Context: an optimization exercise on an open-source flow, tuned for small area, a short achievable clock period and few clock cycles per item. The choices shown serve that exercise and are no tape-out recipe. The RTL was checked by simulation tests, not by an equivalence proof against the original design. Power is estimated from default activity; no workload was simulated.

## flow/design.v (module list and top-level ports; edited modules follow where they fit)
// module fully_connected_core: 844 lines
// module fc_fa: 4 lines
// module fc_ctlout: 23 lines
// module fc_mreg: 12 lines
// module data_mover_bram: 290 lines
module data_mover_bram
#(
	parameter CNT_BIT = 31,
	parameter DWIDTH = 32,
	parameter AWIDTH = 12,
	parameter MEM_SIZE = 3481,
	parameter IN_DATA_WITDH = 32  
)
(
    input 				clk,
    input 				reset_n,
	input 				i_run,
	input  [CNT_BIT-1:0]	i_num_cnt,
	output   			o_idle,
	output   			o_read,
	output   			o_write,
	output  			o_done,
	output[AWIDTH-1:0] 	addr_b0,
	output 				ce_b0,
	output 				we_b0,
	input [DWIDTH-1:0]  q_b0,
	output[DWIDTH-1:0] 	d_b0,
	output[AWIDTH-1:0] 	addr_b1,
	output 				ce_b1,
	output 				we_b1,
	input [DWIDTH-1:0]  q_b1,
	output[DWIDTH-1:0] 	d_b1,
	output[AWIDTH-1:0] 	addr_b2,
	output 				ce_b2,
	output 				we_b2,
	input [DWIDTH-1:0]  q_b2,
	output[DWIDTH-1:0] 	d_b2,
	output[AWIDTH-1:0] 	addr_b3,
	output 				ce_b3,
	output 				we_b3,
	input [DWIDTH-1:0]  q_b3,
	output[DWIDTH-1:0] 	d_b3,
	output[AWIDTH-1:0] 	addr_b4,
	output 				ce_b4,
	output 				we_b4,
	input [DWIDTH-1:0]  q_b4,
	output[DWIDTH-1:0] 	d_b4,
	output[AWIDTH-1:0] 	addr_b5,
	output 				ce_b5,
	output 				we_b5,
	input [DWIDTH-1:0]  q_b5,
	output[DWIDTH-1:0] 	d_b5,
	output[AWIDTH-1:0] 	addr_b6,
	output 				ce_b6,
	output 				we_b6,
	input [DWIDTH-1:0]  q_b6,
	output[DWIDTH-1:0] 	d_b6,
	output[AWIDTH-1:0] 	addr_b7,
	output 				ce_b7,
	output 				we_b7,
	input [DWIDTH-1:0]  q_b7,
	output[DWIDTH-1:0] 	d_b7,
	output[AWIDTH-1:0] 	addr_b8,
	output 				ce_b8,
	output 				we_b8,
	input [DWIDTH-1:0]  q_b8,
	output[DWIDTH-1:0] 	d_b8,
	output[AWIDTH-1:0] 	addr_b9,
	output 				ce_b9,
	output 				we_b9,
	input [DWIDTH-1:0]  q_b9,
	output[DWIDTH-1:0] 	d_b9,
	output[AWIDTH-1:0] 	addr_b10,
	output 				ce_b10,
	output 				we_b10,
	input [DWIDTH-1:0]  q_b10,
	output[DWIDTH-1:0] 	d_b10,
	output[AWIDTH-1:0] 	addr_b11,
	output 				ce_b11,
	output 				we_b11,
	input [DWIDTH-1:0]  q_b11,
	output[DWIDTH-1:0] 	d_b11,
	output[AWIDTH-1:0] 	addr_b12,
	output 				ce_b12,
	output 				we_b12,
	input [DWIDTH-1:0]  q_b12,
	output[DWIDTH-1:0] 	d_b12,
	output[AWIDTH-1:0] 	addr_b13,
	output 				ce_b13,
	output 				we_b13,
	input [DWIDTH-1:0]  q_b13,
	output[DWIDTH-1:0] 	d_b13,
	output[AWIDTH-1:0] 	addr_b14,
	output 				ce_b14,
	output 				we_b14,
	input [DWIDTH-1:0]  q_b14,
	output[DWIDTH-1:0] 	d_b14,
	output[AWIDTH-1:0] 	addr_b15,
	output 				ce_b15,
	output 				we_b15,
	input [DWIDTH-1:0]  q_b15,
	output[DWIDTH-1:0] 	d_b15,
	output[AWIDTH-1:0] 	addr_b16,
	output 				ce_b16,
	output 				we_b16,
	input [DWIDTH-1:0]  q_b16,
	output[DWIDTH-1:0] 	d_b16,
	output[DWIDTH-1:0]  result_0,
	output[DWIDTH-1:0]  result_1,
	output[DWIDTH-1:0]  result_2,
	output[DWIDTH-1:0]  result_3,
	output[DWIDTH-1:0]  result_4,
	output[DWIDTH-1:0]  result_5,
	output[DWIDTH-1:0]  result_6,
	output[DWIDTH-1:0]  result_7,
	output[DWIDTH-1:0]  result_8,
	output[DWIDTH-1:0]  result_9,
	output[DWIDTH-1:0]  result_10,
	output[DWIDTH-1:0]  result_11,
	output[DWIDTH-1:0]  result_12,
	output[DWIDTH-1:0]  result_13,
	output[DWIDTH-1:0]  result_14,
	output[DWIDTH-1:0]  result_15
    );
  // ...
==> flow/flow/run.sh <==
#!/bin/bash
# Layout flow: the standard ORFS flow (standard.sh, with the standard synthesis), with
# these changes to how the layout is made:
#   - the port buffers that placement inserts start as buf_1 cells (the resizer sizes up
#     the ones on timing paths), not the delay cells it picks by default;
#   - antenna repair after detailed routing may take more rounds.
# ORFS writes each step's full log under orfs/logs/; make's own output goes to make.log.
set -euo pipefail
export BUFFER_PORTS_ARGS="-buffer_cell sky130_fd_sc_hd__buf_1"
export SETUP_SLACK_MARGIN=6.3
export MAX_REPAIR_ANTENNAS_ITER_DRT=15
bash standard.sh finish > make.log 2>&1
==> flow/standard.sh <==
#!/bin/bash
# synth_recipe.tcl (not shown) runs the flow's synth.tcl, then flattens the netlist and writes it again
# the make line also repeats each setting of config.mk as NAME=value (left out here)
make -C /OpenROAD-flow-scripts/flow DESIGN_CONFIG=/design/flow/config.mk WORK_HOME=/design/flow/orfs CLKGATE_MAP_FILE= SYNTH_SCRIPT=/design/flow/synth_recipe.tcl "${@:-finish}"
==> flow/config.mk <==
export PLATFORM = sky130hd
export DESIGN_NAME = data_mover_bram
export DESIGN_NICKNAME = data_mover_bram
export VERILOG_FILES = /design/flow/design.v
export SDC_FILE = /design/flow/constraint.sdc
export NUM_CORES = 8
export LEC_CHECK = 0
export CAP_MARGIN = 20
export CORE_MARGIN = 2
export CORE_UTILIZATION = 50
export CTS_CLUSTER_DIAMETER = 100
export CTS_CLUSTER_SIZE = 30
export SLEW_MARGIN = 20
export SYNTH_HIERARCHICAL = 1
==> flow/constraint.sdc <==
create_clock -name core_clock -period 10.0 [get_ports {clk}]
set_input_delay 2.0000 -clock core_clock [delete_from_list [all_inputs] [get_ports {clk}]]
set_output_delay 2.0000 -clock core_clock [all_outputs]
set_load 0.01 [all_outputs]
==> impl_metrics.ini, run 1 <==
[layout]
seq_cell_count = 3370
fin_cells = 31213
clockNetworkAreaShare = 0.0218
multi_input_cells = 18107
largest_cell_class = multi-input combinational cells
inverters = 222
drive_gt1_frac = 0.0957

[placement]
pre_cts_slack_ns = 5.14

[power_and_ir_drop]
clkPwrFrac = 0.079
maxPowerGroup = combinational logic
swShare = 0.476
p_seq_frac = 0.203
switching_power_mw = 53.4
combPwrFrac = 0.718

[grt]
grt_pass1_vias = 197845
met3_usage = 0.0999
busiest_layer = met2
grt_usage = 0.371
gr-total-overflow = 0

[logic_synthesis]
synthesis.area_sq_um = 255000
synth_simple_gate_area_frac = 0.0641
synth_common_cells = xnor2_1, dfxtp_1, a22o_1
synth_edf_count = 0
synth-seq-area-share = 0.265
synth_top_family_by_area = adder cells
yosysWarnings = 10

[detailed_routing]
route.met2.wl_microns = 435000

[setup_path]
end_kind = output pin
r2r.worst_path.cells = 7
start_kind = register
crit_family = flip-flops
cp.depth = 1
cp_cell_sequence = buf_6

[sta]
rsz0062_at_grt = yes
worst_pin_slew_ns = 1.16
finalHoldViolCount = 0
holdWs_ns = 0.358
fin_ws_ns = 6.23

[run_status]
status = no timing/DRC/antenna violations

[clocking]
cts_tree = yes
post_cts_buffers = 55
tritoncts.num_buffers = 167

[die]
num_rows = 262
Testbench counts, summed over its fixed seeds: cycles 51,412, items 50,068.
==> run 2: changes to the inputs <==
--- a/flow/design.v
+++ b/flow/design.v
@@ -312,346 +312,328 @@
 wire p9_31 = ((s9_1 & i_m1[4]) | (s9_2 & i_m1[3]) | (s9_3 & i_m3[4]) | (s9_4 & i_m1[2])) ^ n9;
 wire p10_30 = ((s10_1 & i_m1[0]) | (s10_3 & i_m3[0])) ^ n10;
 wire p10_31 = ((s10_1 & i_m1[1]) | (s10_2 & i_m1[0]) | (s10_3 & i_m3[1])) ^ n10;
-wire t1 = n1 ^ p0_3;
-wire t2 = n1 & p0_3;
-wire t3 = p0_4 ^ p1_4;
-wire t4 = p0_4 & p1_4;
-wire t5 = p0_5 ^ p1_5;
-wire t6 = p0_5 & p1_5;
+wire t1, t2;
+fc_fa u_t1 (.a(n1), .b(p0_3), .c(p1_3), .s(t1), .co(t2));
+wire t3, t4;
+fc_fa u_t3 (.a(p0_4), .b(p1_4), .c(t2), .s(t3), .co(t4));
+wire t5, t6;
+fc_fa u_t5 (.a(p0_5), .b(p1_5), .c(t4), .s(t5), .co(t6));
 wire t7, t8;
 fc_fa u_t7 (.a(n2), .b(p0_6), .c(p1_6), .s(t7), .co(t8));
-wire t9 = p2_6 ^ t6;
-wire t10 = p2_6 & t6;
+wire t9, t10;
+fc_fa u_t9 (.a(p2_6), .b(t7), .c(t6), .s(t9), .co(t10));
 wire t11, t12;
 fc_fa u_t11 (.a(p0_7), .b(p1_7), .c(p2_7), .s(t11), .co(t12));
-wire t13 = t8 ^ t10;
-wire t14 = t8 & t10;
+wire t13, t14;
+fc_fa u_t13 (.a(p0_8), .b(p1_8), .c(p2_8), .s(t13), .co(t14));
 wire t15, t16;
-fc_fa u_t15 (.a(p0_8), .b(p1_8), .c(p2_8), .s(t15), .co(t16));
-wire t17 = t12 ^ t15;
-wire t18 = t12 & t15;
+fc_fa u_t15 (.a(n3), .b(p0_9), .c(p1_9), .s(t15), .co(t16));
+wire t17, t18;
+fc_fa u_t17 (.a(p2_9), .b(p3_9), .c(t14), .s(t17), .co(t18));
 wire t19, t20;
-fc_fa u_t19 (.a(n3), .b(p0_9), .c(p1_9), .s(t19), .co(t20));
+fc_fa u_t19 (.a(p0_10), .b(p1_10), .c(p2_10), .s(t19), .co(t20));
 wire t21, t22;
-fc_fa u_t21 (.a(p2_9), .b(p3_9), .c(t16), .s(t21), .co(t22));
-wire t23 = t19 ^ t18;
-wire t24 = t19 & t18;
+fc_fa u_t21 (.a(p3_10), .b(t16), .c(t19), .s(t21), .co(t22));
+wire t23, t24;
+fc_fa u_t23 (.a(p0_11), .b(p1_11), .c(p2_11), .s(t23), .co(t24));
 wire t25, t26;
-fc_fa u_t25 (.a(p0_10), .b(p1_10), .c(p2_10), .s(t25), .co(t26));
+fc_fa u_t25 (.a(p3_11), .b(t20), .c(t23), .s(t25), .co(t26));
 wire t27, t28;
-fc_fa u_t27 (.a(p3_10), .b(t20), .c(t25), .s(t27), .co(t28));
-wire t29 = t22 ^ t24;
-wire t30 = t22 & t24;
+fc_fa u_t27 (.a(n4), .b(p0_12), .c(p1_12), .s(t27), .co(t28));
+wire t29, t30;
+fc_fa u_t29 (.a(p2_12), .b(p3_12), .c(p4_12), .s(t29), .co(t30));
 wire t31, t32;
-fc_fa u_t31 (.a(p0_11), .b(p1_11), .c(p2_11), .s(t31), .co(t32));
+fc_fa u_t31 (.a(t24), .b(t27), .c(t29), .s(t31), .co(t32));
 wire t33, t34;
-fc_fa u_t33 (.a(p3_11), .b(t26), .c(t31), .s(t33), .co(t34));
-wire t35 = t28 ^ t33;
-wire t36 = t28 & t33;
+fc_fa u_t33 (.a(p0_13), .b(p1_13), .c(p2_13), .s(t33), .co(t34));
+wire t35, t36;
+fc_fa u_t35 (.a(p3_13), .b(p4_13), .c(t28), .s(t35), .co(t36));
 wire t37, t38;
-fc_fa u_t37 (.a(n4), .b(p0_12), .c(p1_12), .s(t37), .co(t38));
+fc_fa u_t37 (.a(t30), .b(t33), .c(t32), .s(t37), .co(t38));
 wire t39, t40;
-fc_fa u_t39 (.a(p2_12), .b(p3_12), .c(p4_12), .s(t39), .co(t40));
+fc_fa u_t39 (.a(p0_14), .b(p1_14), .c(p2_14), .s(t39), .co(t40));
 wire t41, t42;
-fc_fa u_t41 (.a(t32), .b(t37), .c(t39), .s(t41), .co(t42));
-wire t43 = t34 ^ t41;
-wire t44 = t34 & t41;
+fc_fa u_t41 (.a(p3_14), .b(p4_14), .c(t34), .s(t41), .co(t42));
+wire t43, t44;
+fc_fa u_t43 (.a(t39), .b(t36), .c(t41), .s(t43), .co(t44));
 wire t45, t46;
-fc_fa u_t45 (.a(p0_13), .b(p1_13), .c(p2_13), .s(t45), .co(t46));
+fc_fa u_t45 (.a(n5), .b(p0_15), .c(p1_15), .s(t45), .co(t46));
 wire t47, t48;
-fc_fa u_t47 (.a(p3_13), .b(p4_13), .c(t38), .s(t47), .co(t48));
+fc_fa u_t47 (.a(p2_15), .b(p3_15), .c(p4_15), .s(t47), .co(t48));
 wire t49, t50;
-fc_fa u_t49 (.a(t40), .b(t45), .c(t42), .s(t49), .co(t50));
-wire t51 = t47 ^ t44;
-wire t52 = t47 & t44;
+fc_fa u_t49 (.a(p5_15), .b(t40), .c(t45), .s(t49), .co(t50));
+wire t51, t52;
+fc_fa u_t51 (.a(t47), .b(t42), .c(t49), .s(t51), .co(t52));
 wire t53, t54;
-fc_fa u_t53 (.a(p0_14), .b(p1_14), .c(p2_14), .s(t53), .co(t54));
+fc_fa u_t53 (.a(p0_16), .b(p1_16), .c(p2_16), .s(t53), .co(t54));
 wire t55, t56;
-fc_fa u_t55 (.a(p3_14), .b(p4_14), .c(t46), .s(t55), .co(t56));
+fc_fa u_t55 (.a(p3_16), .b(p4_16), .c(p5_16), .s(t55), .co(t56));
 wire t57, t58;
-fc_fa u_t57 (.a(t53), .b(t48), .c(t55), .s(t57), .co(t58));
-wire t59 = t50 ^ t57;
-wire t60 = t50 & t57;
+fc_fa u_t57 (.a(t46), .b(t48), .c(t53), .s(t57), .co(t58));
+wire t59, t60;
+fc_fa u_t59 (.a(t55), .b(t50), .c(t57), .s(t59), .co(t60));
 wire t61, t62;
-fc_fa u_t61 (.a(n5), .b(p0_15), .c(p1_15), .s(t61), .co(t62));
+fc_fa u_t61 (.a(p0_17), .b(p1_17), .c(p2_17), .s(t61), .co(t62));
 wire t63, t64;
-fc_fa u_t63 (.a(p2_15), .b(p3_15), .c(p4_15), .s(t63), .co(t64));
+fc_fa u_t63 (.a(p3_17), .b(p4_17), .c(p5_17), .s(t63), .co(t64));
 wire t65, t66;
-fc_fa u_t65 (.a(p5_15), .b(t54), .c(t61), .s(t65), .co(t66));
+fc_fa u_t65 (.a(t54), .b(t56), .c(t61), .s(t65), .co(t66));
 wire t67, t68;
-fc_fa u_t67 (.a(t63), .b(t56), .c(t65), .s(t67), .co(t68));
-wire t69 = t58 ^ t67;
-wire t70 = t58 & t67;
+fc_fa u_t67 (.a(t63), .b(t58), .c(t65), .s(t67), .co(t68));
+wire t69, t70;
+fc_fa u_t69 (.a(n6), .b(p0_18), .c(p1_18), .s(t69), .co(t70));
 wire t71, t72;
-fc_fa u_t71 (.a(p0_16), .b(p1_16), .c(p2_16), .s(t71), .co(t72));
+fc_fa u_t71 (.a(p2_18), .b(p3_18), .c(p4_18), .s(t71), .co(t72));
 wire t73, t74;
-fc_fa u_t73 (.a(p3_16), .b(p4_16), .c(p5_16), .s(t73), .co(t74));
+fc_fa u_t73 (.a(p5_18), .b(p6_18), .c(t62), .s(t73), .co(t74));
 wire t75, t76;
-fc_fa u_t75 (.a(t62), .b(t64), .c(t71), .s(t75), .co(t76));
+fc_fa u_t75 (.a(t64), .b(t69), .c(t71), .s(t75), .co(t76));
 wire t77, t78;
-fc_fa u_t77 (.a(t73), .b(t66), .c(t75), .s(t77), .co(t78));
-wire t79 = t68 ^ t77;
-wire t80 = t68 & t77;
+fc_fa u_t77 (.a(t66), .b(t73), .c(t75), .s(t77), .co(t78));
+wire t79, t80;
+fc_fa u_t79 (.a(p0_19), .b(p1_19), .c(p2_19), .s(t79), .co(t80));
 wire t81, t82;
-fc_fa u_t81 (.a(p0_17), .b(p1_17), .c(p2_17), .s(t81), .co(t82));
+fc_fa u_t81 (.a(p3_19), .b(p4_19), .c(p5_19), .s(t81), .co(t82));
 wire t83, t84;
-fc_fa u_t83 (.a(p3_17), .b(p4_17), .c(p5_17), .s(t83), .co(t84));
+fc_fa u_t83 (.a(p6_19), .b(t70), .c(t72), .s(t83), .co(t84));
 wire t85, t86;
-fc_fa u_t85 (.a(t72), .b(t74), .c(t81), .s(t85), .co(t86));
+fc_fa u_t85 (.a(t79), .b(t81), .c(t74), .s(t85), .co(t86));
 wire t87, t88;
-fc_fa u_t87 (.a(t83), .b(t76), .c(t85), .s(t87), .co(t88));
-wire t89 = t78 ^ t87;
-wire t90 = t78 & t87;
+fc_fa u_t87 (.a(t76), .b(t83), .c(t85), .s(t87), .co(t88));
+wire t89, t90;
+fc_fa u_t89 (.a(p0_20), .b(p1_20), .c(p2_20), .s(t89), .co(t90));
 wire t91, t92;
-fc_fa u_t91 (.a(n6), .b(p0_18), .c(p1_18), .s(t91), .co(t92));
+fc_fa u_t91 (.a(p3_20), .b(p4_20), .c(p5_20), .s(t91), .co(t92));
 wire t93, t94;
-fc_fa u_t93 (.a(p2_18), .b(p3_18), .c(p4_18), .s(t93), .co(t94));
+fc_fa u_t93 (.a(p6_20), .b(t80), .c(t82), .s(t93), .co(t94));
 wire t95, t96;
-fc_fa u_t95 (.a(p5_18), .b(p6_18), .c(t82), .s(t95), .co(t96));
+fc_fa u_t95 (.a(t89), .b(t91), .c(t84), .s(t95), .co(t96));
 wire t97, t98;
-fc_fa u_t97 (.a(t84), .b(t91), .c(t93), .s(t97), .co(t98));
+fc_fa u_t97 (.a(t93), .b(t86), .c(t95), .s(t97), .co(t98));
 wire t99, t100;
-fc_fa u_t99 (.a(t86), .b(t95), .c(t97), .s(t99), .co(t100));
-wire t101 = t88 ^ t99;
-wire t102 = t88 & t99;
+fc_fa u_t99 (.a(n7), .b(p0_21), .c(p1_21), .s(t99), .co(t100));
+wire t101, t102;
+fc_fa u_t101 (.a(p2_21), .b(p3_21), .c(p4_21), .s(t101), .co(t102));
 wire t103, t104;
-fc_fa u_t103 (.a(p0_19), .b(p1_19), .c(p2_19), .s(t103), .co(t104));
+fc_fa u_t103 (.a(p5_21), .b(p6_21), .c(p7_21), .s(t103), .co(t104));
 wire t105, t106;
-fc_fa u_t105 (.a(p3_19), .b(p4_19), .c(p5_19), .s(t105), .co(t106));
+fc_fa u_t105 (.a(t90), .b(t92), .c(t101), .s(t105), .co(t106));
 wire t107, t108;
-fc_fa u_t107 (.a(p6_19), .b(t92), .c(t94), .s(t107), .co(t108));
+fc_fa u_t107 (.a(t103), .b(t99), .c(t94), .s(t107), .co(t108));
 wire t109, t110;
-fc_fa u_t109 (.a(t103), .b(t105), .c(t96), .s(t109), .co(t110));
+fc_fa u_t109 (.a(t105), .b(t96), .c(t107), .s(t109), .co(t110));
 wire t111, t112;
-fc_fa u_t111 (.a(t107), .b(t98), .c(t109), .s(t111), .co(t112));
+fc_fa u_t111 (.a(p0_22), .b(p1_22), .c(p2_22), .s(t111), .co(t112));
 wire t113, t114;
-fc_fa u_t113 (.a(p0_20), .b(p1_20), .c(p2_20), .s(t113), .co(t114));
+fc_fa u_t113 (.a(p3_22), .b(p4_22), .c(p5_22), .s(t113), .co(t114));
 wire t115, t116;
-fc_fa u_t115 (.a(p3_20), .b(p4_20), .c(p5_20), .s(t115), .co(t116));
+fc_fa u_t115 (.a(p6_22), .b(p7_22), .c(t100), .s(t115), .co(t116));
 wire t117, t118;
-fc_fa u_t117 (.a(p6_20), .b(t104), .c(t106), .s(t117), .co(t118));
+fc_fa u_t117 (.a(t102), .b(t104), .c(t111), .s(t117), .co(t118));
 wire t119, t120;
-fc_fa u_t119 (.a(t113), .b(t115), .c(t108), .s(t119), .co(t120));
+fc_fa u_t119 (.a(t113), .b(t106), .c(t115), .s(t119), .co(t120));
 wire t121, t122;
-fc_fa u_t121 (.a(t117), .b(t110), .c(t119), .s(t121), .co(t122));
+fc_fa u_t121 (.a(t117), .b(t108), .c(t119), .s(t121), .co(t122));
 wire t123, t124;
-fc_fa u_t123 (.a(n7), .b(p0_21), .c(p1_21), .s(t123), .co(t124));
+fc_fa u_t123 (.a(p0_23), .b(p1_23), .c(p2_23), .s(t123), .co(t124));
 wire t125, t126;
-fc_fa u_t125 (.a(p2_21), .b(p3_21), .c(p4_21), .s(t125), .co(t126));
+fc_fa u_t125 (.a(p3_23), .b(p4_23), .c(p5_23), .s(t125), .co(t126));
 wire t127, t128;
-fc_fa u_t127 (.a(p5_21), .b(p6_21), .c(p7_21), .s(t127), .co(t128));
+fc_fa u_t127 (.a(p6_23), .b(p7_23), .c(t112), .s(t127), .co(t128));
 wire t129, t130;
-fc_fa u_t129 (.a(t114), .b(t116), .c(t123), .s(t129), .co(t130));
+fc_fa u_t129 (.a(t114), .b(t123), .c(t125), .s(t129), .co(t130));
 wire t131, t132;
-fc_fa u_t131 (.a(t125), .b(t127), .c(t118), .s(t131), .co(t132));
+fc_fa u_t131 (.a(t116), .b(t118), .c(t127), .s(t131), .co(t132));
 wire t133, t134;
 fc_fa u_t133 (.a(t129), .b(t120), .c(t131), .s(t133), .co(t134));
 wire t135, t136;
-fc_fa u_t135 (.a(p0_22), .b(p1_22), .c(p2_22), .s(t135), .co(t136));
+fc_fa u_t135 (.a(n8), .b(p0_24), .c(p1_24), .s(t135), .co(t136));
 wire t137, t138;
-fc_fa u_t137 (.a(p3_22), .b(p4_22), .c(p5_22), .s(t137), .co(t138));
+fc_fa u_t137 (.a(p2_24), .b(p3_24), .c(p4_24), .s(t137), .co(t138));
 wire t139, t140;
-fc_fa u_t139 (.a(p6_22), .b(p7_22), .c(t124), .s(t139), .co(t140));
+fc_fa u_t139 (.a(p5_24), .b(p6_24), .c(p7_24), .s(t139), .co(t140));
 wire t141, t142;
-fc_fa u_t141 (.a(t126), .b(t128), .c(t135), .s(t141), .co(t142));
+fc_fa u_t141 (.a(p8_24), .b(t124), .c(t126), .s(t141), .co(t142));
 wire t143, t144;
-fc_fa u_t143 (.a(t137), .b(t130), .c(t139), .s(t143), .co(t144));
+fc_fa u_t143 (.a(t135), .b(t137), .c(t139), .s(t143), .co(t144));
 wire t145, t146;
-fc_fa u_t145 (.a(p0_23), .b(p1_23), .c(p2_23), .s(t145), .co(t146));
+fc_fa u_t145 (.a(t128), .b(t130), .c(t141), .s(t145), .co(t146));
 wire t147, t148;
-fc_fa u_t147 (.a(p3_23), .b(p4_23), .c(p5_23), .s(t147), .co(t148));
+fc_fa u_t147 (.a(t143), .b(t132), .c(t145), .s(t147), .co(t148));
 wire t149, t150;
-fc_fa u_t149 (.a(p6_23), .b(p7_23), .c(t136), .s(t149), .co(t150));
+fc_fa u_t149 (.a(p0_25), .b(p1_25), .c(p2_25), .s(t149), .co(t150));
 wire t151, t152;
-fc_fa u_t151 (.a(t138), .b(t145), .c(t147), .s(t151), .co(t152));
+fc_fa u_t151 (.a(p3_25), .b(p4_25), .c(p5_25), .s(t151), .co(t152));
 wire t153, t154;
-fc_fa u_t153 (.a(t140), .b(t142), .c(t149), .s(t153), .co(t154));
-wire t155 = t151 ^ t144;
-wire t156 = t151 & t144;
+fc_fa u_t153 (.a(p6_25), .b(p7_25), .c(p8_25), .s(t153), .co(t154));
+wire t155, t156;
+fc_fa u_t155 (.a(t136), .b(t138), .c(t140), .s(t155), .co(t156));
 wire t157, t158;
-fc_fa u_t157 (.a(n8), .b(p0_24), .c(p1_24), .s(t157), .co(t158));
+fc_fa u_t157 (.a(t149), .b(t151), .c(t153), .s(t157), .co(t158));
 wire t159, t160;
-fc_fa u_t159 (.a(p2_24), .b(p3_24), .c(p4_24), .s(t159), .co(t160));
+fc_fa u_t159 (.a(t142), .b(t144), .c(t155), .s(t159), .co(t160));
 wire t161, t162;
-fc_fa u_t161 (.a(p5_24), .b(p6_24), .c(p7_24), .s(t161), .co(t162));
+fc_fa u_t161 (.a(t157), .b(t146), .c(t159), .s(t161), .co(t162));
 wire t163, t164;
-fc_fa u_t163 (.a(p8_24), .b(t146), .c(t148), .s(t163), .co(t164));
+fc_fa u_t163 (.a(p0_26), .b(p1_26), .c(p2_26), .s(t163), .co(t164));
 wire t165, t166;
-fc_fa u_t165 (.a(t157), .b(t159), .c(t161), .s(t165), .co(t166));
+fc_fa u_t165 (.a(p3_26), .b(p4_26), .c(p5_26), .s(t165), .co(t166));
 wire t167, t168;
-fc_fa u_t167 (.a(t150), .b(t152), .c(t163), .s(t167), .co(t168));
+fc_fa u_t167 (.a(p6_26), .b(p7_26), .c(p8_26), .s(t167), .co(t168));
 wire t169, t170;
-fc_fa u_t169 (.a(p0_25), .b(p1_25), .c(p2_25), .s(t169), .co(t170));
+fc_fa u_t169 (.a(t150), .b(t152), .c(t154), .s(t169), .co(t170));
 wire t171, t172;
-fc_fa u_t171 (.a(p3_25), .b(p4_25), .c(p5_25), .s(t171), .co(t172));
+fc_fa u_t171 (.a(t163), .b(t165), .c(t167), .s(t171), .co(t172));
 wire t173, t174;
-fc_fa u_t173 (.a(p6_25), .b(p7_25), .c(p8_25), .s(t173), .co(t174));
+fc_fa u_t173 (.a(t156), .b(t158), .c(t169), .s(t173), .co(t174));
 wire t175, t176;
-fc_fa u_t175 (.a(t158), .b(t160), .c(t162), .s(t175), .co(t176));
+fc_fa u_t175 (.a(t171), .b(t160), .c(t173), .s(t175), .co(t176));
 wire t177, t178;
-fc_fa u_t177 (.a(t169), .b(t171), .c(t173), .s(t177), .co(t178));
+fc_fa u_t177 (.a(n9), .b(p0_27), .c(p1_27), .s(t177), .co(t178));
 wire t179, t180;
-fc_fa u_t179 (.a(t164), .b(t166), .c(t175), .s(t179), .co(t180));
-wire t181 = t177 ^ t168;
-wire t182 = t177 & t168;
+fc_fa u_t179 (.a(p2_27), .b(p3_27), .c(p4_27), .s(t179), .co(t180));
+wire t181, t182;
+fc_fa u_t181 (.a(p5_27), .b(p6_27), .c(p7_27), .s(t181), .co(t182));
 wire t183, t184;
-fc_fa u_t183 (.a(p0_26), .b(p1_26), .c(p2_26), .s(t183), .co(t184));
+fc_fa u_t183 (.a(p8_27), .b(p9_27), .c(t164), .s(t183), .co(t184));
 wire t185, t186;
-fc_fa u_t185 (.a(p3_26), .b(p4_26), .c(p5_26), .s(t185), .co(t186));
+fc_fa u_t185 (.a(t166), .b(t168), .c(t177), .s(t185), .co(t186));
 wire t187, t188;
-fc_fa u_t187 (.a(p6_26), .b(p7_26), .c(p8_26), .s(t187), .co(t188));
+fc_fa u_t187 (.a(t179), .b(t181), .c(t170), .s(t187), .co(t188));
 wire t189, t190;
-fc_fa u_t189 (.a(t170), .b(t172), .c(t174), .s(t189), .co(t190));
+fc_fa u_t189 (.a(t172), .b(t183), .c(t185), .s(t189), .co(t190));
 wire t191, t192;
-fc_fa u_t191 (.a(t183), .b(t185), .c(t187), .s(t191), .co(t192));
+fc_fa u_t191 (.a(t174), .b(t187), .c(t189), .s(t191), .co(t192));
 wire t193, t194;
-fc_fa u_t193 (.a(t176), .b(t178), .c(t189), .s(t193), .co(t194));
+fc_fa u_t193 (.a(p0_28), .b(p1_28), .c(p2_28), .s(t193), .co(t194));
 wire t195, t196;
-fc_fa u_t195 (.a(n9), .b(p0_27), .c(p1_27), .s(t195), .co(t196));
+fc_fa u_t195 (.a(p3_28), .b(p4_28), .c(p5_28), .s(t195), .co(t196));
 wire t197, t198;
-fc_fa u_t197 (.a(p2_27), .b(p3_27), .c(p4_27), .s(t197), .co(t198));
+fc_fa u_t197 (.a(p6_28), .b(p7_28), .c(p8_28), .s(t197), .co(t198));
 wire t199, t200;
-fc_fa u_t199 (.a(p5_27), .b(p6_27), .c(p7_27), .s(t199), .co(t200));
+fc_fa u_t199 (.a(p9_28), .b(t178), .c(t180), .s(t199), .co(t200));
 wire t201, t202;
-fc_fa u_t201 (.a(p8_27), .b(p9_27), .c(t184), .s(t201), .co(t202));
+fc_fa u_t201 (.a(t182), .b(t193), .c(t195), .s(t201), .co(t202));
 wire t203, t204;
-fc_fa u_t203 (.a(t186), .b(t188), .c(t195), .s(t203), .co(t204));
+fc_fa u_t203 (.a(t197), .b(t184), .c(t186), .s(t203), .co(t204));
 wire t205, t206;
-fc_fa u_t205 (.a(t197), .b(t199), .c(t190), .s(t205), .co(t206));
+fc_fa u_t205 (.a(t199), .b(t201), .c(t188), .s(t205), .co(t206));
 wire t207, t208;
-fc_fa u_t207 (.a(t192), .b(t201), .c(t203), .s(t207), .co(t208));
-wire t209 = t194 ^ t205;
-wire t210 = t194 & t205;
+fc_fa u_t207 (.a(p0_29), .b(p1_29), .c(p2_29), .s(t207), .co(t208));
+wire t209, t210;
+fc_fa u_t209 (.a(p3_29), .b(p4_29), .c(p5_29), .s(t209), .co(t210));
 wire t211, t212;
-fc_fa u_t211 (.a(p0_28), .b(p1_28), .c(p2_28), .s(t211), .co(t212));
+fc_fa u_t211 (.a(p6_29), .b(p7_29), .c(p8_29), .s(t211), .co(t212));
 wire t213, t214;
-fc_fa u_t213 (.a(p3_28), .b(p4_28), .c(p5_28), .s(t213), .co(t214));
+fc_fa u_t213 (.a(p9_29), .b(t194), .c(t196), .s(t213), .co(t214));
 wire t215, t216;
-fc_fa u_t215 (.a(p6_28), .b(p7_28), .c(p8_28), .s(t215), .co(t216));
+fc_fa u_t215 (.a(t198), .b(t207), .c(t209), .s(t215), .co(t216));
 wire t217, t218;
-fc_fa u_t217 (.a(p9_28), .b(t196), .c(t198), .s(t217), .co(t218));
+fc_fa u_t217 (.a(t211), .b(t200), .c(t202), .s(t217), .co(t218));
 wire t219, t220;
-fc_fa u_t219 (.a(t200), .b(t211), .c(t213), .s(t219), .co(t220));
+fc_fa u_t219 (.a(t213), .b(t215), .c(t204), .s(t219), .co(t220));
 wire t221, t222;
-fc_fa u_t221 (.a(t215), .b(t202), .c(t204), .s(t221), .co(t222));
+fc_fa u_t221 (.a(n10), .b(p0_30), .c(p10_30), .s(t221), .co(t222));
 wire t223, t224;
-fc_fa u_t223 (.a(t217), .b(t219), .c(t206), .s(t223), .co(t224));
+fc_fa u_t223 (.a(p1_30), .b(p2_30), .c(p3_30), .s(t223), .co(t224));
 wire t225, t226;
-fc_fa u_t225 (.a(p0_29), .b(p1_29), .c(p2_29), .s(t225), .co(t226));
+fc_fa u_t225 (.a(p4_30), .b(p5_30), .c(p6_30), .s(t225), .co(t226));
 wire t227, t228;
-fc_fa u_t227 (.a(p3_29), .b(p4_29), .c(p5_29), .s(t227), .co(t228));
+fc_fa u_t227 (.a(p7_30), .b(p8_30), .c(p9_30), .s(t227), .co(t228));
 wire t229, t230;
-fc_fa u_t229 (.a(p6_29), .b(p7_29), .c(p8_29), .s(t229), .co(t230));
+fc_fa u_t229 (.a(t208), .b(t210), .c(t212), .s(t229), .co(t230));
 wire t231, t232;
-fc_fa u_t231 (.a(p9_29), .b(t212), .c(t214), .s(t231), .co(t232));
+fc_fa u_t231 (.a(t221), .b(t223), .c(t225), .s(t231), .co(t232));
 wire t233, t234;
-fc_fa u_t233 (.a(t216), .b(t225), .c(t227), .s(t233), .co(t234));
+fc_fa u_t233 (.a(t227), .b(t214), .c(t216), .s(t233), .co(t234));
 wire t235, t236;
-fc_fa u_t235 (.a(t229), .b(t218), .c(t220), .s(t235), .co(t236));
-wire t237, t238;
-fc_fa u_t237 (.a(t231), .b(t233), .c(t222), .s(t237), .co(t238));
-wire t239, t240;
-fc_fa u_t239 (.a(n10), .b(p0_30), .c(p10_30), .s(t239), .co(t240));
-wire t241, t242;
-fc_fa u_t241 (.a(p1_30), .b(p2_30), .c(p3_30), .s(t241), .co(t242));
-wire t243, t244;
-fc_fa u_t243 (.a(p4_30), .b(p5_30), .c(p6_30), .s(t243), .co(t244));
-wire t245, t246;
-fc_fa u_t245 (.a(p7_30), .b(p8_30), .c(p9_30), .s(t245), .co(t246));
-wire t247, t248;
-fc_fa u_t247 (.a(t226), .b(t228), .c(t230), .s(t247), .co(t248));
-wire t249, t250;
-fc_fa u_t249 (.a(t239), .b(t241), .c(t243), .s(t249), .co(t250));
-wire t251, t252;
-fc_fa u_t251 (.a(t245), .b(t232), .c(t234), .s(t251), .co(t252));
-wire t253, t254;
-fc_fa u_t253 (.a(t247), .b(t249), .c(t236), .s(t253), .co(t254));
-wire t255 = p0_31 ^ p10_31;
-wire t256 = p1_31 ^ p2_31;
-wire t257 = p3_31 ^ p4_31;
-wire t258 = p5_31 ^ p6_31;
-wire t259 = p7_31 ^ p8_31;
-wire t260 = p9_31 ^ t255;
-wire t261 = t256 ^ t257;
-wire t262 = t258 ^ t259;
-wire t263 = t260 ^ t261;
-wire t264 = t262 ^ t240;
-wire t265 = t242 ^ t244;
-wire t266 = t246 ^ t263;
-wire t267 = t264 ^ t265;
-wire t268 = t266 ^ t267;
-wire t269 = t248 ^ t250;
-wire t270 = t268 ^ t269;
-wire t271 = t270 ^ t252;
+fc_fa u_t235 (.a(t229), .b(t231), .c(t218), .s(t235), .co(t236));
+wire t237 = p0_31 ^ p10_31;
+wire t238 = p1_31 ^ p2_31;
+wire t239 = p3_31 ^ p4_31;
+wire t240 = p5_31 ^ p6_31;
+wire t241 = p7_31 ^ p8_31;
+wire t242 = p9_31 ^ t237;
+wire t243 = t238 ^ t239;
+wire t244 = t240 ^ t241;
+wire t245 = t242 ^ t243;
+wire t246 = t244 ^ t222;
+wire t247 = t224 ^ t226;
+wire t248 = t228 ^ t245;
+wire t249 = t246 ^ t247;
+wire t250 = t248 ^ t249;
+wire t251 = t230 ^ t232;
+wire t252 = t250 ^ t251;
+wire t253 = t252 ^ t234;
 reg [31:0] r0_r;
 always @(posedge clk) begin
     r0_r[0] <= n0;
     r0_r[1] <= p0_1;
     r0_r[2] <= p0_2;
-    r0_r[3] <= p1_3;
-    r0_r[4] <= t2;
-    r0_r[5] <= t4;
-    r0_r[6] <= t7;
-    r0_r[7] <= t11;
-    r0_r[8] <= t14;
-    r0_r[9] <= t21;
-    r0_r[10] <= t27;
-    r0_r[11] <= t30;
-    r0_r[12] <= t36;
-    r0_r[13] <= t49;
-    r0_r[14] <= t52;
-    r0_r[15] <= t60;
-    r0_r[16] <= t70;
-    r0_r[17] <= t80;
-    r0_r[18] <= t90;
-    r0_r[19] <= t100;
-    r0_r[20] <= t112;
-    r0_r[21] <= t122;
-    r0_r[22] <= t141;
-    r0_r[23] <= t153;
-    r0_r[24] <= t165;
-    r0_r[25] <= t179;
-    r0_r[26] <= t191;
-    r0_r[27] <= t207;
-    r0_r[28] <= t208;
-    r0_r[29] <= t235;
-    r0_r[30] <= t251;
-    r0_r[31] <= t271;
+    r0_r[3] <= t1;
+    r0_r[4] <= t3;
+    r0_r[5] <= t5;
+    r0_r[6] <= t9;
+    r0_r[7] <= t8;
+    r0_r[8] <= t12;
+    r0_r[9] <= t15;
+    r0_r[10] <= t18;
+    r0_r[11] <= t22;
+    r0_r[12] <= t26;
+    r0_r[13] <= t35;
+    r0_r[14] <= t38;
+    r0_r[15] <= t44;
+    r0_r[16] <= t52;
+    r0_r[17] <= t60;
+    r0_r[18] <= t68;
+    r0_r[19] <= t78;
+    r0_r[20] <= t88;
+    r0_r[21] <= t98;
+    r0_r[22] <= t110;
+    r0_r[23] <= t122;
+    r0_r[24] <= t134;
+    r0_r[25] <= t148;
+    r0_r[26] <= t162;
+    r0_r[27] <= t176;
+    r0_r[28] <= t190;
+    r0_r[29] <= t217;
+    r0_r[30] <= t233;
+    r0_r[31] <= t253;
 end
 reg [31:0] r1_r;
 always @(posedge clk) begin
     r1_r[0] <= p0_0;
     r1_r[1] <= 1'b0;
     r1_r[2] <= 1'b0;
-    r1_r[3] <= t1;
-    r1_r[4] <= t3;
-    r1_r[5] <= t5;
-    r1_r[6] <= t9;
-    r1_r[7] <= t13;
-    r1_r[8] <= t17;
-    r1_r[9] <= t23;
-    r1_r[10] <= t29;
-    r1_r[11] <= t35;
-    r1_r[12] <= t43;
-    r1_r[13] <= t51;
-    r1_r[14] <= t59;
-    r1_r[15] <= t69;
-    r1_r[16] <= t79;
-    r1_r[17] <= t89;
-    r1_r[18] <= t101;
-    r1_r[19] <= t102;
-    r1_r[20] <= t121;
-    r1_r[21] <= t133;
-    r1_r[22] <= t132;
-    r1_r[23] <= t155;
-    r1_r[24] <= t154;
-    r1_r[25] <= t181;
-    r1_r[26] <= t180;
-    r1_r[27] <= t209;
-    r1_r[28] <= t221;
-    r1_r[29] <= t224;
-    r1_r[30] <= t238;
-    r1_r[31] <= t254;
+    r1_r[3] <= 1'b0;
+    r1_r[4] <= 1'b0;
+    r1_r[5] <= 1'b0;
+    r1_r[6] <= 1'b0;
+    r1_r[7] <= t11;
+    r1_r[8] <= t13;
+    r1_r[9] <= t17;
+    r1_r[10] <= t21;
+    r1_r[11] <= t25;
+    r1_r[12] <= t31;
+    r1_r[13] <= t37;
+    r1_r[14] <= t43;
+    r1_r[15] <= t51;
+    r1_r[16] <= t59;
+    r1_r[17] <= t67;
+    r1_r[18] <= t77;
+    r1_r[19] <= t87;
+    r1_r[20] <= t97;
+    r1_r[21] <= t109;
+    r1_r[22] <= t121;
+    r1_r[23] <= t133;
+    r1_r[24] <= t147;
+    r1_r[25] <= t161;
+    r1_r[26] <= t175;
+    r1_r[27] <= t191;
+    r1_r[28] <= t203;
+    r1_r[29] <= t206;
+    r1_r[30] <= t220;
+    r1_r[31] <= t236;
 end
 reg [31:0] r2_r;
 always @(posedge clk) begin
@@ -662,7 +644,7 @@
     r2_r[4] <= 1'b0;
     r2_r[5] <= 1'b0;
     r2_r[6] <= 1'b0;
-    r2_r[7] <= 1'b0;
+    r2_r[7] <= t10;
     r2_r[8] <= 1'b0;
     r2_r[9] <= 1'b0;
     r2_r[10] <= 1'b0;
@@ -674,18 +656,18 @@
     r2_r[16] <= 1'b0;
     r2_r[17] <= 1'b0;
     r2_r[18] <= 1'b0;
-    r2_r[19] <= t111;
+    r2_r[19] <= 1'b0;
     r2_r[20] <= 1'b0;
     r2_r[21] <= 1'b0;
-    r2_r[22] <= t143;
+    r2_r[22] <= 1'b0;
     r2_r[23] <= 1'b0;
-    r2_r[24] <= t167;
+    r2_r[24] <= 1'b0;
     r2_r[25] <= 1'b0;
-    r2_r[26] <= t193;
+    r2_r[26] <= 1'b0;
     r2_r[27] <= 1'b0;
-    r2_r[28] <= t210;
-    r2_r[29] <= t237;
-    r2_r[30] <= t253;
+    r2_r[28] <= t205;
+    r2_r[29] <= t219;
+    r2_r[30] <= t235;
     r2_r[31] <= 1'b0;
 end
 reg [31:0] r3_r;
@@ -712,13 +694,13 @@
     r3_r[19] <= 1'b0;
     r3_r[20] <= 1'b0;
     r3_r[21] <= 1'b0;
-    r3_r[22] <= t134;
+    r3_r[22] <= 1'b0;
     r3_r[23] <= 1'b0;
-    r3_r[24] <= t156;
+    r3_r[24] <= 1'b0;
     r3_r[25] <= 1'b0;
-    r3_r[26] <= t182;
+    r3_r[26] <= 1'b0;
     r3_r[27] <= 1'b0;
-    r3_r[28] <= t223;
+    r3_r[28] <= t192;
     r3_r[29] <= 1'b0;
     r3_r[30] <= 1'b0;
     r3_r[31] <= 1'b0;
@@ -737,104 +719,122 @@
 wire a4 = r0_r[1] & a2;
 wire a5 = r0_r[2] ^ a4;
 wire a6 = r0_r[2] & a4;
-wire a7, a8;
-fc_fa u_a7 (.a(r0_r[3]), .b(r1_r[3]), .c(a6), .s(a7), .co(a8));
-wire a9, a10;
-fc_fa u_a9 (.a(r0_r[4]), .b(r1_r[4]), .c(acc_in[4]), .s(a9), .co(a10));
-wire a11, a12;
-fc_fa u_a11 (.a(r0_r[5]), .b(r1_r[5]), .c(acc_in[5]), .s(a11), .co(a12));
-wire a13, a14;
-fc_fa u_a13 (.a(r0_r[6]), .b(r1_r[6]), .c(acc_in[6]), .s(a13), .co(a14));
+wire a7 = r0_r[3] ^ a6;
+wire a8 = r0_r[3] & a6;
+wire a9 = r0_r[4] ^ acc_in[4];
+wire a10 = r0_r[4] & acc_in[4];
+wire a11 = r0_r[5] ^ acc_in[5];
+wire a12 = r0_r[5] & acc_in[5];
+wire a13 = r0_r[6] ^ acc_in[6];
+wire a14 = r0_r[6] & acc_in[6];
 wire a15, a16;
-fc_fa u_a15 (.a(r0_r[7]), .b(r1_r[7]), .c(acc_in[7]), .s(a15), .co(a16));
-wire a17, a18;
-fc_fa u_a17 (.a(r0_r[8]), .b(r1_r[8]), .c(acc_in[8]), .s(a17), .co(a18));
+fc_fa u_a15 (.a(r0_r[7]), .b(r1_r[7]), .c(r2_r[7]), .s(a15), .co(a16));
+wire a17 = a15 ^ acc_in[7];
+wire a18 = a15 & acc_in[7];
 wire a19, a20;
-fc_fa u_a19 (.a(r0_r[9]), .b(r1_r[9]), .c(acc_in[9]), .s(a19), .co(a20));
-wire a21, a22;
-fc_fa u_a21 (.a(r0_r[10]), .b(r1_r[10]), .c(acc_in[10]), .s(a21), .co(a22));
+fc_fa u_a19 (.a(r0_r[8]), .b(r1_r[8]), .c(a16), .s(a19), .co(a20));
+wire a21 = acc_in[8] ^ a19;
+wire a22 = acc_in[8] & a19;
 wire a23, a24;
-fc_fa u_a23 (.a(r0_r[11]), .b(r1_r[11]), .c(acc_in[11]), .s(a23), .co(a24));
-wire a25, a26;
-fc_fa u_a25 (.a(r0_r[12]), .b(r1_r[12]), .c(acc_in[12]), .s(a25), .co(a26));
+fc_fa u_a23 (.a(r0_r[9]), .b(r1_r[9]), .c(acc_in[9]), .s(a23), .co(a24));
+wire a25 = a20 ^ a22;
+wire a26 = a20 & a22;
 wire a27, a28;
-fc_fa u_a27 (.a(r0_r[13]), .b(r1_r[13]), .c(acc_in[13]), .s(a27), .co(a28));
-wire a29, a30;
-fc_fa u_a29 (.a(r0_r[14]), .b(r1_r[14]), .c(acc_in[14]), .s(a29), .co(a30));
+fc_fa u_a27 (.a(r0_r[10]), .b(r1_r[10]), .c(acc_in[10]), .s(a27), .co(a28));
+wire a29 = a24 ^ a27;
+wire a30 = a24 & a27;
 wire a31, a32;
-fc_fa u_a31 (.a(r0_r[15]), .b(r1_r[15]), .c(acc_in[15]), .s(a31), .co(a32));
-wire a33, a34;
-fc_fa u_a33 (.a(r0_r[16]), .b(r1_r[16]), .c(acc_in[16]), .s(a33), .co(a34));
+fc_fa u_a31 (.a(r0_r[11]), .b(r1_r[11]), .c(acc_in[11]), .s(a31), .co(a32));
+wire a33 = a28 ^ a31;
+wire a34 = a28 & a31;
 wire a35, a36;
-fc_fa u_a35 (.a(r0_r[17]), .b(r1_r[17]), .c(acc_in[17]), .s(a35), .co(a36));
-wire a37, a38;
-fc_fa u_a37 (.a(r0_r[18]), .b(r1_r[18]), .c(acc_in[18]), .s(a37), .co(a38));
+fc_fa u_a35 (.a(r0_r[12]), .b(r1_r[12]), .c(acc_in[12]), .s(a35), .co(a36));
+wire a37 = a32 ^ a35;
+wire a38 = a32 & a35;
 wire a39, a40;
-fc_fa u_a39 (.a(r0_r[19]), .b(r1_r[19]), .c(r2_r[19]), .s(a39), .co(a40));
-wire a41 = a39 ^ acc_in[19];
-wire a42 = a39 & acc_in[19];
+fc_fa u_a39 (.a(r0_r[13]), .b(r1_r[13]), .c(acc_in[13]), .s(a39), .co(a40));
+wire a41 = a36 ^ a39;
+wire a42 = a36 & a39;
 wire a43, a44;
-fc_fa u_a43 (.a(r0_r[20]), .b(r1_r[20]), .c(a40), .s(a43), .co(a44));
-wire a45 = acc_in[20] ^ a43;
-wire a46 = acc_in[20] & a43;
+fc_fa u_a43 (.a(r0_r[14]), .b(r1_r[14]), .c(acc_in[14]), .s(a43), .co(a44));
+wire a45 = a40 ^ a43;
+wire a46 = a40 & a43;
 wire a47, a48;
-fc_fa u_a47 (.a(r0_r[21]), .b(r1_r[21]), .c(acc_in[21]), .s(a47), .co(a48));
-wire a49 = a44 ^ a46;
-wire a50 = a44 & a46;
+fc_fa u_a47 (.a(r0_r[15]), .b(r1_r[15]), .c(acc_in[15]), .s(a47), .co(a48));
+wire a49 = a44 ^ a47;
+wire a50 = a44 & a47;
 wire a51, a52;
-fc_fa u_a51 (.a(r0_r[22]), .b(r1_r[22]), .c(r2_r[22]), .s(a51), .co(a52));
-wire a53, a54;
-fc_fa u_a53 (.a(r3_r[22]), .b(a51), .c(acc_in[22]), .s(a53), .co(a54));
-wire a55 = a48 ^ a53;
-wire a56 = a48 & a53;
-wire a57, a58;
-fc_fa u_a57 (.a(r0_r[23]), .b(r1_r[23]), .c(a52), .s(a57), .co(a58));
+fc_fa u_a51 (.a(r0_r[16]), .b(r1_r[16]), .c(acc_in[16]), .s(a51), .co(a52));
+wire a53 = a48 ^ a51;
+wire a54 = a48 & a51;
+wire a55, a56;
+fc_fa u_a55 (.a(r0_r[17]), .b(r1_r[17]), .c(acc_in[17]), .s(a55), .co(a56));
+wire a57 = a52 ^ a55;
+wire a58 = a52 & a55;
 wire a59, a60;
-fc_fa u_a59 (.a(acc_in[23]), .b(a57), .c(a54), .s(a59), .co(a60));
-wire a61, a62;
-fc_fa u_a61 (.a(r0_r[24]), .b(r1_r[24]), .c(r2_r[24]), .s(a61), .co(a62));
+fc_fa u_a59 (.a(r0_r[18]), .b(r1_r[18]), .c(acc_in[18]), .s(a59), .co(a60));
+wire a61 = a56 ^ a59;
+wire a62 = a56 & a59;
 wire a63, a64;
-fc_fa u_a63 (.a(r3_r[24]), .b(a61), .c(acc_in[24]), .s(a63), .co(a64));
-wire a65 = a58 ^ a63;
-wire a66 = a58 & a63;
+fc_fa u_a63 (.a(r0_r[19]), .b(r1_r[19]), .c(acc_in[19]), .s(a63), .co(a64));
+wire a65 = a60 ^ a63;
+wire a66 = a60 & a63;
 wire a67, a68;
-fc_fa u_a67 (.a(r0_r[25]), .b(r1_r[25]), .c(a62), .s(a67), .co(a68));
-wire a69, a70;
-fc_fa u_a69 (.a(acc_in[25]), .b(a67), .c(a64), .s(a69), .co(a70));
+fc_fa u_a67 (.a(r0_r[20]), .b(r1_r[20]), .c(acc_in[20]), .s(a67), .co(a68));
+wire a69 = a64 ^ a67;
+wire a70 = a64 & a67;
 wire a71, a72;
-fc_fa u_a71 (.a(r0_r[26]), .b(r1_r[26]), .c(r2_r[26]), .s(a71), .co(a72));
-wire a73, a74;
-fc_fa u_a73 (.a(r3_r[26]), .b(a71), .c(acc_in[26]), .s(a73), .co(a74));
-wire a75 = a68 ^ a73;
-wire a76 = a68 & a73;
-wire a77, a78;
-fc_fa u_a77 (.a(r0_r[27]), .b(r1_r[27]), .c(a72), .s(a77), .co(a78));
+fc_fa u_a71 (.a(r0_r[21]), .b(r1_r[21]), .c(acc_in[21]), .s(a71), .co(a72));
+wire a73 = a68 ^ a71;
+wire a74 = a68 & a71;
+wire a75, a76;
+fc_fa u_a75 (.a(r0_r[22]), .b(r1_r[22]), .c(acc_in[22]), .s(a75), .co(a76));
+wire a77 = a72 ^ a75;
+wire a78 = a72 & a75;
 wire a79, a80;
-fc_fa u_a79 (.a(acc_in[27]), .b(a77), .c(a74), .s(a79), .co(a80));
-wire a81, a82;
-fc_fa u_a81 (.a(r0_r[28]), .b(r1_r[28]), .c(r2_r[28]), .s(a81), .co(a82));
+fc_fa u_a79 (.a(r0_r[23]), .b(r1_r[23]), .c(acc_in[23]), .s(a79), .co(a80));
+wire a81 = a76 ^ a79;
+wire a82 = a76 & a79;
 wire a83, a84;
-fc_fa u_a83 (.a(r3_r[28]), .b(a81), .c(acc_in[28]), .s(a83), .co(a84));
-wire a85 = a78 ^ a83;
-wire a86 = a78 & a83;
+fc_fa u_a83 (.a(r0_r[24]), .b(r1_r[24]), .c(acc_in[24]), .s(a83), .co(a84));
+wire a85 = a80 ^ a83;
+wire a86 = a80 & a83;
 wire a87, a88;
-fc_fa u_a87 (.a(r0_r[29]), .b(r1_r[29]), .c(r2_r[29]), .s(a87), .co(a88));
-wire a89, a90;
-fc_fa u_a89 (.a(a82), .b(a87), .c(acc_in[29]), .s(a89), .co(a90));
-wire a91 = a84 ^ a89;
-wire a92 = a84 & a89;
-wire a93, a94;
-fc_fa u_a93 (.a(r0_r[30]), .b(r1_r[30]), .c(r2_r[30]), .s(a93), .co(a94));
+fc_fa u_a87 (.a(r0_r[25]), .b(r1_r[25]), .c(acc_in[25]), .s(a87), .co(a88));
+wire a89 = a84 ^ a87;
+wire a90 = a84 & a87;
+wire a91, a92;
+fc_fa u_a91 (.a(r0_r[26]), .b(r1_r[26]), .c(acc_in[26]), .s(a91), .co(a92));
+wire a93 = a88 ^ a91;
+wire a94 = a88 & a91;
 wire a95, a96;
-fc_fa u_a95 (.a(a88), .b(a93), .c(acc_in[30]), .s(a95), .co(a96));
-wire a97 = a90 ^ a95;
-wire a98 = a90 & a95;
-wire a99 = r0_r[31] ^ r1_r[31];
-wire a100 = a99 ^ a94;
-wire a101 = a100 ^ acc_in[31];
-wire a102 = a101 ^ a96;
-wire [31:0] acc_x = {a102, a92, a86, a85, a76, a75, a66, a65, a56, a50, a47, a42, a41, a36, a34, a32, a30, a28, a26, a24, a22, a20, a18, a16, a14, a12, a10, a8, acc_in[3], a5, a3, a1};
-wire [31:0] acc_y = {a98, a97, a91, a80, a79, a70, a69, a60, a59, a55, a49, a45, a38, a37, a35, a33, a31, a29, a27, a25, a23, a21, a19, a17, a15, a13, a11, a9, a7, acc_in[2], acc_in[1], acc_in[0]};
+fc_fa u_a95 (.a(r0_r[27]), .b(r1_r[27]), .c(acc_in[27]), .s(a95), .co(a96));
+wire a97 = a92 ^ a95;
+wire a98 = a92 & a95;
+wire a99, a100;
+fc_fa u_a99 (.a(r0_r[28]), .b(r1_r[28]), .c(r2_r[28]), .s(a99), .co(a100));
+wire a101, a102;
+fc_fa u_a101 (.a(r3_r[28]), .b(a99), .c(acc_in[28]), .s(a101), .co(a102));
+wire a103 = a96 ^ a101;
+wire a104 = a96 & a101;
+wire a105, a106;
+fc_fa u_a105 (.a(r0_r[29]), .b(r1_r[29]), .c(r2_r[29]), .s(a105), .co(a106));
+wire a107, a108;
+fc_fa u_a107 (.a(a100), .b(a105), .c(acc_in[29]), .s(a107), .co(a108));
+wire a109 = a102 ^ a107;
+wire a110 = a102 & a107;
+wire a111, a112;
+fc_fa u_a111 (.a(r0_r[30]), .b(r1_r[30]), .c(r2_r[30]), .s(a111), .co(a112));
+wire a113, a114;
+fc_fa u_a113 (.a(a106), .b(a111), .c(acc_in[30]), .s(a113), .co(a114));
+wire a115 = a108 ^ a113;
+wire a116 = a108 & a113;
+wire a117 = r0_r[31] ^ r1_r[31];
+wire a118 = a117 ^ a112;
+wire a119 = a118 ^ acc_in[31];
+wire a120 = a119 ^ a114;
+wire [31:0] acc_x = {a120, a110, a104, a98, a94, a90, a86, a82, a78, a74, a70, a66, a62, a58, a54, a50, a46, a42, a38, a34, a30, a26, a23, a18, a14, a12, a10, a8, acc_in[3], a5, a3, a1};
+wire [31:0] acc_y = {a116, a115, a109, a103, a97, a93, a89, a85, a81, a77, a73, a69, a65, a61, a57, a53, a49, a45, a41, a37, a33, a29, a25, a21, a17, a13, a11, a9, a7, acc_in[2], acc_in[1], acc_in[0]};
 reg         acc_c;
 wire        acc_c_in = acc_c & ~i_clr;
 always @(posedge clk) begin
@@ -870,6 +870,12 @@
 end
 always @(posedge clk) o_addr <= i_addr;
 endmodule
+module fc_rdreg (input clk, input reset_n, input i_d, output reg o_q);
+always @(posedge clk or negedge reset_n) begin
+    if (!reset_n) o_q <= 1'b0;
+    else          o_q <= i_d;
+end
+endmodule
 module fc_mreg (
     input             clk,
     input      [31:0] i_n1,
@@ -1036,7 +1042,7 @@
     .clk(clk), .reset_n(reset_n),
     .i_idle(idle_nx), .i_write(write_nx), .i_done(done_nx), .i_rd(rd_nx), .i_addr(addr_dec),
     .o_idle(o_idle), .o_write(o_write), .o_done(o_done), .o_rd(o_read), .o_addr(addr_b0));
-assign ce_b0 = o_read;
+fc_rdreg u_ce_b0 (.clk(clk), .reset_n(reset_n), .i_d(rd_nx), .o_q(ce_b0));
 reg         rd_w;
 reg  [11:0] addr_w;
 always @(posedge clk or negedge reset_n) begin
@@ -1067,14 +1073,6 @@
 fc_mreg u_mreg_2 (.clk(clk), .i_n1(m1), .i_n3(m3), .o_m1(m1_2), .o_m3(m3_2));
 wire [31:0] m1_3, m3_3;
 fc_mreg u_mreg_3 (.clk(clk), .i_n1(m1), .i_n3(m3), .o_m1(m1_3), .o_m3(m3_3));
-wire [31:0] m1_4, m3_4;
-fc_mreg u_mreg_4 (.clk(clk), .i_n1(m1), .i_n3(m3), .o_m1(m1_4), .o_m3(m3_4));
-wire [31:0] m1_5, m3_5;
-fc_mreg u_mreg_5 (.clk(clk), .i_n1(m1), .i_n3(m3), .o_m1(m1_5), .o_m3(m3_5));
-wire [31:0] m1_6, m3_6;
-fc_mreg u_mreg_6 (.clk(clk), .i_n1(m1), .i_n3(m3), .o_m1(m1_6), .o_m3(m3_6));
-wire [31:0] m1_7, m3_7;
-fc_mreg u_mreg_7 (.clk(clk), .i_n1(m1), .i_n3(m3), .o_m1(m1_7), .o_m3(m3_7));
 assign we_b0 = 1'b0; assign d_b0 = 32'd0;
 assign we_b1 = 1'b0; assign d_b1 = 32'd0;
 assign we_b2 = 1'b0; assign d_b2 = 32'd0;
@@ -1105,71 +1103,71 @@
 fully_connected_core u_lane_2 (
     .clk(clk), .i_clr_pre(fst[3]), .i_rd_nxt(rd), .i_addr_nxt(addr), .o_ce(ce_b3), .o_addr(addr_b3),
     .i_vld(vld_w),
-    .i_m1(m1_1), .i_m3(m3_1),
+    .i_m1(m1_0), .i_m3(m3_0),
     .i_wegt(q_b3), .o_result(result_2));
 fully_connected_core u_lane_3 (
     .clk(clk), .i_clr_pre(fst[3]), .i_rd_nxt(rd), .i_addr_nxt(addr), .o_ce(ce_b4), .o_addr(addr_b4),
     .i_vld(vld_w),
-    .i_m1(m1_1), .i_m3(m3_1),
+    .i_m1(m1_0), .i_m3(m3_0),
     .i_wegt(q_b4), .o_result(result_3));
 fully_connected_core u_lane_4 (
     .clk(clk), .i_clr_pre(fst[3]), .i_rd_nxt(rd), .i_addr_nxt(addr), .o_ce(ce_b5), .o_addr(addr_b5),
     .i_vld(vld_w),
-    .i_m1(m1_2), .i_m3(m3_2),
+    .i_m1(m1_1), .i_m3(m3_1),
     .i_wegt(q_b5), .o_result(result_4));
 fully_connected_core u_lane_5 (
     .clk(clk), .i_clr_pre(fst[3]), .i_rd_nxt(rd), .i_addr_nxt(addr), .o_ce(ce_b6), .o_addr(addr_b6),
     .i_vld(vld_w),
-    .i_m1(m1_2), .i_m3(m3_2),
+    .i_m1(m1_1), .i_m3(m3_1),
     .i_wegt(q_b6), .o_result(result_5));
 fully_connected_core u_lane_6 (
     .clk(clk), .i_clr_pre(fst[3]), .i_rd_nxt(rd), .i_addr_nxt(addr), .o_ce(ce_b7), .o_addr(addr_b7),
     .i_vld(vld_w),
-    .i_m1(m1_3), .i_m3(m3_3),
+    .i_m1(m1_1), .i_m3(m3_1),
     .i_wegt(q_b7), .o_result(result_6));
 fully_connected_core u_lane_7 (
     .clk(clk), .i_clr_pre(fst[3]), .i_rd_nxt(rd), .i_addr_nxt(addr), .o_ce(ce_b8), .o_addr(addr_b8),
     .i_vld(vld_w),
-    .i_m1(m1_3), .i_m3(m3_3),
+    .i_m1(m1_1), .i_m3(m3_1),
     .i_wegt(q_b8), .o_result(result_7));
 fully_connected_core u_lane_8 (
     .clk(clk), .i_clr_pre(fst[3]), .i_rd_nxt(rd), .i_addr_nxt(addr), .o_ce(ce_b9), .o_addr(addr_b9),
     .i_vld(vld_w),
-    .i_m1(m1_4), .i_m3(m3_4),
+    .i_m1(m1_2), .i_m3(m3_2),
     .i_wegt(q_b9), .o_result(result_8));
 fully_connected_core u_lane_9 (
     .clk(clk), .i_clr_pre(fst[3]), .i_rd_nxt(rd), .i_addr_nxt(addr), .o_ce(ce_b10), .o_addr(addr_b10),
     .i_vld(vld_w),
-    .i_m1(m1_4), .i_m3(m3_4),
+    .i_m1(m1_2), .i_m3(m3_2),
     .i_wegt(q_b10), .o_result(result_9));
 fully_connected_core u_lane_10 (
     .clk(clk), .i_clr_pre(fst[3]), .i_rd_nxt(rd), .i_addr_nxt(addr), .o_ce(ce_b11), .o_addr(addr_b11),
     .i_vld(vld_w),
-    .i_m1(m1_5), .i_m3(m3_5),
+    .i_m1(m1_2), .i_m3(m3_2),
     .i_wegt(q_b11), .o_result(result_10));
 fully_connected_core u_lane_11 (
     .clk(clk), .i_clr_pre(fst[3]), .i_rd_nxt(rd), .i_addr_nxt(addr), .o_ce(ce_b12), .o_addr(addr_b12),
     .i_vld(vld_w),
-    .i_m1(m1_5), .i_m3(m3_5),
+    .i_m1(m1_2), .i_m3(m3_2),
     .i_wegt(q_b12), .o_result(result_11));
 fully_connected_core u_lane_12 (
     .clk(clk), .i_clr_pre(fst[3]), .i_rd_nxt(rd), .i_addr_nxt(addr), .o_ce(ce_b13), .o_addr(addr_b13),
     .i_vld(vld_w),
-    .i_m1(m1_6), .i_m3(m3_6),
+    .i_m1(m1_3), .i_m3(m3_3),
     .i_wegt(q_b13), .o_result(result_12));
 fully_connected_core u_lane_13 (
     .clk(clk), .i_clr_pre(fst[3]), .i_rd_nxt(rd), .i_addr_nxt(addr), .o_ce(ce_b14), .o_addr(addr_b14),
     .i_vld(vld_w),
-    .i_m1(m1_6), .i_m3(m3_6),
+    .i_m1(m1_3), .i_m3(m3_3),
     .i_wegt(q_b14), .o_result(result_13));
 fully_connected_core u_lane_14 (
     .clk(clk), .i_clr_pre(fst[3]), .i_rd_nxt(rd), .i_addr_nxt(addr), .o_ce(ce_b15), .o_addr(addr_b15),
     .i_vld(vld_w),
-    .i_m1(m1_7), .i_m3(m3_7),
+    .i_m1(m1_3), .i_m3(m3_3),
     .i_wegt(q_b15), .o_result(result_14));
 fully_connected_core u_lane_15 (
     .clk(clk), .i_clr_pre(fst[3]), .i_rd_nxt(rd), .i_addr_nxt(addr), .o_ce(ce_b16), .o_addr(addr_b16),
     .i_vld(vld_w),
-    .i_m1(m1_7), .i_m3(m3_7),
+    .i_m1(m1_3), .i_m3(m3_3),
     .i_wegt(q_b16), .o_result(result_15));
 endmodule
--- a/flow/config.mk
+++ b/flow/config.mk
@@ -8,7 +8,7 @@
 export CAP_MARGIN = 20
 export CORE_MARGIN = 2
 export CORE_UTILIZATION = 50
-export CTS_CLUSTER_DIAMETER = 100
-export CTS_CLUSTER_SIZE = 30
+export CTS_CLUSTER_DIAMETER = 80
+export CTS_CLUSTER_SIZE = 24
 export SLEW_MARGIN = 20
 export SYNTH_HIERARCHICAL = 1
==> run 2 against run 1 <==
Against the previous run:
- non-clock buffer count down 9
- worst setup slack worse by 0.060 ns
- utilization increased by 0.37 points
- critical path depth up 10
- clock-buffer cell count rose by 42
- clock power rose by 5.7%
- largest power group unchanged
- highest routed layer unchanged
==> impl_metrics.ini, run 2 <==
[run_status]
status = no timing/DRC/antenna violations

[sta]
worst_pin_slew_ns = 1.08
finalHoldViolCount = 0
rsz0062_at_grt = yes
finalCritPeriodShare = 0.383

[grt]
grt_usage = 0.377
gr-total-overflow = 0
grt_pass1_vias = 198929

[layout]
drive_gt1_frac = 0.104

[power_and_ir_drop]
clkPwrFrac = 0.087
combPwrFrac = 0.722
p_seq_frac = 0.192
switching_power_mw = 51.7
swShare = 0.476

[logic_synthesis]
yosysWarnings = 11
yosysTopAreaCellShare = 0.238
synth_edf_count = 0
synth_common_cells = xnor2_1, dfxtp_1, a221oi_1

[die]
num_rows = 258

[clocking]
tritoncts.num_buffers = 199
cts_tree = yes

[setup_path]
end_kind = register
start_kind = register
-- run 2: changes by cell type in the layout (fill, tap and decap cells not counted), moves of 45 or more --
cell / previous run / this run
nand2_1: 731 / 650
diode_2: 281 / 199
o21bai_1: 22 / 85
dfxtp_1: 2931 / 2539
nor2_1: 589 / 445
a22o_1: 2640 / 2496
o21a_1: 3 / 83
buf_4: 689 / 540
buf_12: 44 / 110
a221oi_2: 243 / 288
a22o_2: 0 / 144
a31oi_1: 83 / 34
-- run 2: per-module statistics from Yosys, one instance, submodules excluded --
| module | flops+latches | cells | times used |
|---|---|---|---|
| data_mover_bram | 58 | 910 | 1 |
| fc_rdreg | 1 | 1 | 1 |
| fc_fa | 0 | 1 | 2320 |
| fully_connected_core | 164 | 1270 | 16 |
| fc_mreg | 64 | 64 | 4 |
| fc_ctlout | 16 | 16 | 1 |
-- run 2: critical path, cell delays in order, from the launching register on --
cell     delay [ns]
dfxtp_2        0.33
buf_4          0.61
a22oi_1        0.36
xnor2_1        0.32
fa_1           0.49
fa_1           0.44
xor2_1         0.16
xnor2_1        0.24
xnor2_1        0.13
xnor2_1        0.14
xnor2_1        0.27
xnor2_1        0.21
-- run 2: power groups by stage --
stage               combinational [mW]  sequential [mW]  clock (mW)
CTS                               76.6             20.7        9.60
finish                            78.4             20.8        9.41
global route                      86.7             21.1        10.0
detailed placement                75.0             21.0           0
global placement                  74.3             20.9           0
floorplan                         55.5             19.9           0
-- run 2: path summary, 6_finish.rpt --
| path | from | cells after the start | to | slack, ns |
|---|---|---|---|---|
| min in group asynchronous | reset_n | 1 | u_ctlout.o_done | 0.95 |
| worst min-delay path | fst[1] | 0 | fst[2] | 0.35 |
| worst max register to register | u_mreg_2.o_m3[0] | 11 | u_lane_10.r0_r[31] | 6.17 |
| max in group asynchronous | reset_n | 1 | vld_w | 8.69 |
| worst min register to register | fst[1] | 0 | fst[2] | 0.35 |
| worst max-delay path | u_mreg_2.o_m3[0] | 11 | u_lane_10.r0_r[31] | 6.17 |
-- run 2: cells by family (layout without fill, tap and decap cells) --
| family | after synthesis | count (layout) | synth area share |
|---|---|---|---|
| buffers and inverters | 3465 | 2766 | 0.0668 |
| other | 17 | 776 | 0.000258 |
| flip-flops | 2955 | 2955 | 0.240 |
| AND/OR/NAND/NOR | 2822 | 2822 | 0.0626 |
| XOR/XNOR | 4134 | 4134 | 0.148 |
| multiplexers | 11 | 11 | 0.000451 |
| AO/OA/AOI/OAI | 7043 | 7043 | 0.240 |
| adder cells (fa/ha/maj) | 3376 | 3376 | 0.243 |
-- run 2: layout make-up --
cell class	count	area (sq um)	share of cell area
Antenna cell	199	498	0.00186
Clock buffer	227	5280	0.0197
Clock inverter	128	1890	0.00706
Inverter	190	713	0.00267
Multi-Input combinational cell	17963	175000	0.655
Sequential cell	2955	60100	0.224
Tap cell	6500	8130	0.0304
Timing Repair Buffer	2221	15900	0.0593
-- run 2: metrics by stage --
stage	hold slack, ns	utilization	instances	setup WS (ns)	power (mW)
2_1_floorplan	0.326	-	24383	6.31	75.4
3_3_place_gp	0.332	0.512	29603	5.30	95.3
3_5_place_dp	0.335	0.512	29603	5.29	96.0
4_1_cts	0.347	0.536	30084	6.08	107
5_1_grt	0.341	0.542	30282	6.16	118
6_report	0.349	0.543	30383	6.17	109
-- run 2: layer usage --
metal / share of wire / up-vias / wire, microns / track usage
li1: - / 85579 / - / -
met3: 0.14 / 4080 / 135000 / 0.144
met2: 0.42 / 15699 / 417000 / 0.548
met5: 0.00088 / - / 880 / 0.00250
met4: 0.078 / 94 / 78000 / 0.246
met1: 0.37 / 103194 / 365000 / 0.464
-- run 2: what timing repair did --
| action | 4_1_cts | 5_1_grt |
|---|---|---|
| buffers inserted | 111 | 85 |
| gates cloned | 15 | 15 |
| pin swaps | 49 | 116 |
| resized for setup | 878 | 472 |
| hold buffers | 0 | 0 |
| endpoints found under the setup margin | 714 | 211 |
Testbench counts of run 2, summed over its fixed seeds: cycles 51,412, items 50,068.
